What follows belongs to an exercise in optimizing a design on an open flow for small area, a short achievable clock period and few clock cycles; a production flow would make more cautious choices. Only simulation tests tie the RTL to the original design; equivalence was not proved. No driver is modelled on the clock port, so clocking that relies on it looks cheaper here than on a real chip. Power figures rest on the tool's default switching activity, not on a simulated workload.

Design macci, start of the top module:
module macci(input  wire  clk,
             input  wire  clk_en,
             input  wire  reset,
             input  wire  [7:0]  n,
             input  wire  start,
             output reg   done,
             input  wire  [31:0] dataa,
             input  wire  [31:0] datab,
             output wire  [31:0] result);
  wire        go = start & clk_en;
  reg  [31:0] arn;                 
  reg  [15:0] neg, onen, twon;    
  reg         clr0, clr1, rdp;
  reg  [31:0] ps, pc;
  reg  [31:0] acc;
  reg  [7:0] dq;                  
  wire [7:0] dsum;
  wire [31:0] accg = clr1 ? 32'h0 : acc;
  wire [31:0] s2, c2;
  ...
For scale: about 1,800 cells after synthesis, about 110 I/O pins.
==> flow/config.mk <==
export PLATFORM = sky130hd
export DESIGN_NAME = macci
export DESIGN_NICKNAME = macci
export VERILOG_FILES = /design/flow/design.v
export SDC_FILE = /design/flow/constraint.sdc
export NUM_CORES = 4
export LEC_CHECK = 0
export ABC_AREA = 1
export CAP_MARGIN = 20
export CORE_MARGIN = 2
export CORE_UTILIZATION = 60
export SLEW_MARGIN = 20
==> flow/constraint.sdc <==
create_clock -name core_clock -period 11.0 [get_ports {clk}]
set_input_delay 2.2000 -clock core_clock [delete_from_list [all_inputs] [get_ports {clk}]]
set_output_delay 2.2000 -clock core_clock [all_outputs]
set_load 0.01 [all_outputs]
standard.sh (not shown) runs the stock make flow with config.mk's settings and CLKGATE_MAP_FILE= SYNTH_SCRIPT=/design/flow/synth_recipe.tcl, a recipe that flattens the netlist after the stock synthesis.
==> flow/flow/run.sh <==
#!/bin/bash
# The standard layout (standard.sh: the standard flow's synthesis and ORFS's steps, same
# constraints), with these changes to how it is made:
#  - after the standard synthesis, flow/polarity.py removes the inverters that
#    synthesis leaves around full adders (same function, same flip-flops) and
#    the netlist is read in again;
#  - the timing repair steps aim for MARGIN ns of setup slack beyond the
#    constraints instead of 0, so they size the logic for a shorter period;
#  - the port buffers are sky130_fd_sc_hd__buf_1 (every port still gets one);
#  - CTS adds no dummy loads;
#  - after CTS, flow/skew.tcl delays the clock of the internal registers
#    between the multiplier stage and the accumulator stage (ps, pc, dq) by a
#    few clock buffers, moving slack from the second stage to the first.  No
#    register that an input port feeds or that feeds an output port is moved.
# Logs: log_*.log here, and each ORFS step's own log under orfs/logs/.
set -euo pipefail
cd "$(dirname "$0")/.."
MARGIN=7.3
R=orfs/results/$FLOW_PLATFORM/macci/base
KNOBS=("SETUP_SLACK_MARGIN=$MARGIN"
       "BUFFER_PORTS_ARGS=-buffer_cell sky130_fd_sc_hd__buf_1"
       "CTS_ARGS=-sink_clustering_enable -repair_clock_nets -dont_use_dummy_load")
bash standard.sh synth > log_synth.log 2>&1
python3 flow/polarity.py $R/1_2_yosys.v $R/1_2_yosys.pol.v > log_polarity.log 2>&1
cp $R/1_2_yosys.v $R/1_2_yosys.std.v
mv $R/1_2_yosys.pol.v $R/1_2_yosys.v
rm -f $R/1_synth.odb $R/1_synth.sdc
bash standard.sh "${KNOBS[@]}" cts > log_cts.log 2>&1
cp $R/4_cts.odb $R/4_cts.noskew.odb
SKEW_IN=$R/4_cts.noskew.odb SKEW_OUT=$R/4_cts.odb \
  SKEW_BUFS="sky130_fd_sc_hd__clkbuf_1 sky130_fd_sc_hd__clkbuf_1 sky130_fd_sc_hd__clkbuf_2 sky130_fd_sc_hd__clkbuf_8" \
  SKEW_REGS='^(ps|pc|dq)[^a-z]' openroad -exit -no_init flow/skew.tcl > log_skew.log 2>&1
bash standard.sh "${KNOBS[@]}" finish > log_layout.log 2>&1
Other scripts of this flow, unchanged in this note and not shown: flow/flow/polarity.py, flow/flow/skew.tcl
Testbench counts at the start, summed over its fixed seeds: cycles 5,395.
Rerun with:
CORE_UTILIZATION = 65   (was 60)
What happened: Register-to-register slack gains 0.09 ns. Global-route usage grows by 2.7 points. Setup slack gains 0.095 ns. Critical path depth shrinks by 9. Design area grows by 1.6%. Total power grows by 1.4%. Utilization grows by 7.4 points. Non-clock buffer count grows by 24.
Rerun with:
--- a/flow/flow/run.sh
+++ b/flow/flow/run.sh
@@ -17,3 +17,3 @@
 cd "$(dirname "$0")/.."
-MARGIN=7.3
+MARGIN=7.4
 R=orfs/results/$FLOW_PLATFORM/macci/base
After rerunning: Total power goes down by about 0.6%; worst hold slack is worse by 0.012 ns; critical path depth is unchanged; die area does not change; final cell count hardly moves; cell area increases by 0.39%; count of clock-buffer cells in the layout is unchanged.
Rerun with:
--- a/flow/flow/run.sh
+++ b/flow/flow/run.sh
@@ -17,3 +17,3 @@
 cd "$(dirname "$0")/.."
-MARGIN=7.4
+MARGIN=7.5
 R=orfs/results/$FLOW_PLATFORM/macci/base
The changed run produced a clean layout; fmax climbs by 0.72%; sequential share of layout area drops by 0.65 points; clock-buffer cell count does not change; clock power is about the same; synthesized cell count does not change; global-route usage climbs by 1.5 points; sequential power stays flat.

re-timing with driven ports:
Ports are ideal in the flow. The routed layouts listed here were re-timed in OpenROAD. Step 1: set_driving_cell puts a clkbuf_16 on clk and a buf_2 on each other input, an assumption about the parent block. Step 2, shift: input delay + t, output delay - t, t = (earliest + latest rising clock arrival at the registers) / 2. This alone moves slack from input paths to output paths. Slacks: ideal ports / drivers / drivers and shift; pairs: ideal ports / drivers.
run	t (ns)	setup WS [ns]	worst setup path after step 2	latest minus earliest clock arrival (ns)	worst slew at a driven data input, ns
the first run	0.699	7.487 / 7.487 / 7.459	input, reset recovery	0.481 / 0.482	0.03
the second run	0.676	7.582 / 7.582 / 7.103	input, reset recovery	0.447 / 0.447	0.05
the third run	0.702	7.559 / 7.559 / 7.443	input, reset recovery	0.486 / 0.487	0.04
the fourth run	0.690	7.584 / 7.584 / 7.294	input, reset recovery	0.464 / 0.464	0.04
Clock arrivals are far apart in every run listed, so t is only a midpoint there and step 2 fits no single register. For the second run, which loses most, drivers alone change the setup slack by 0.000 ns; drivers and shift together by -0.479 ns. Setup slack includes reset recovery checks.
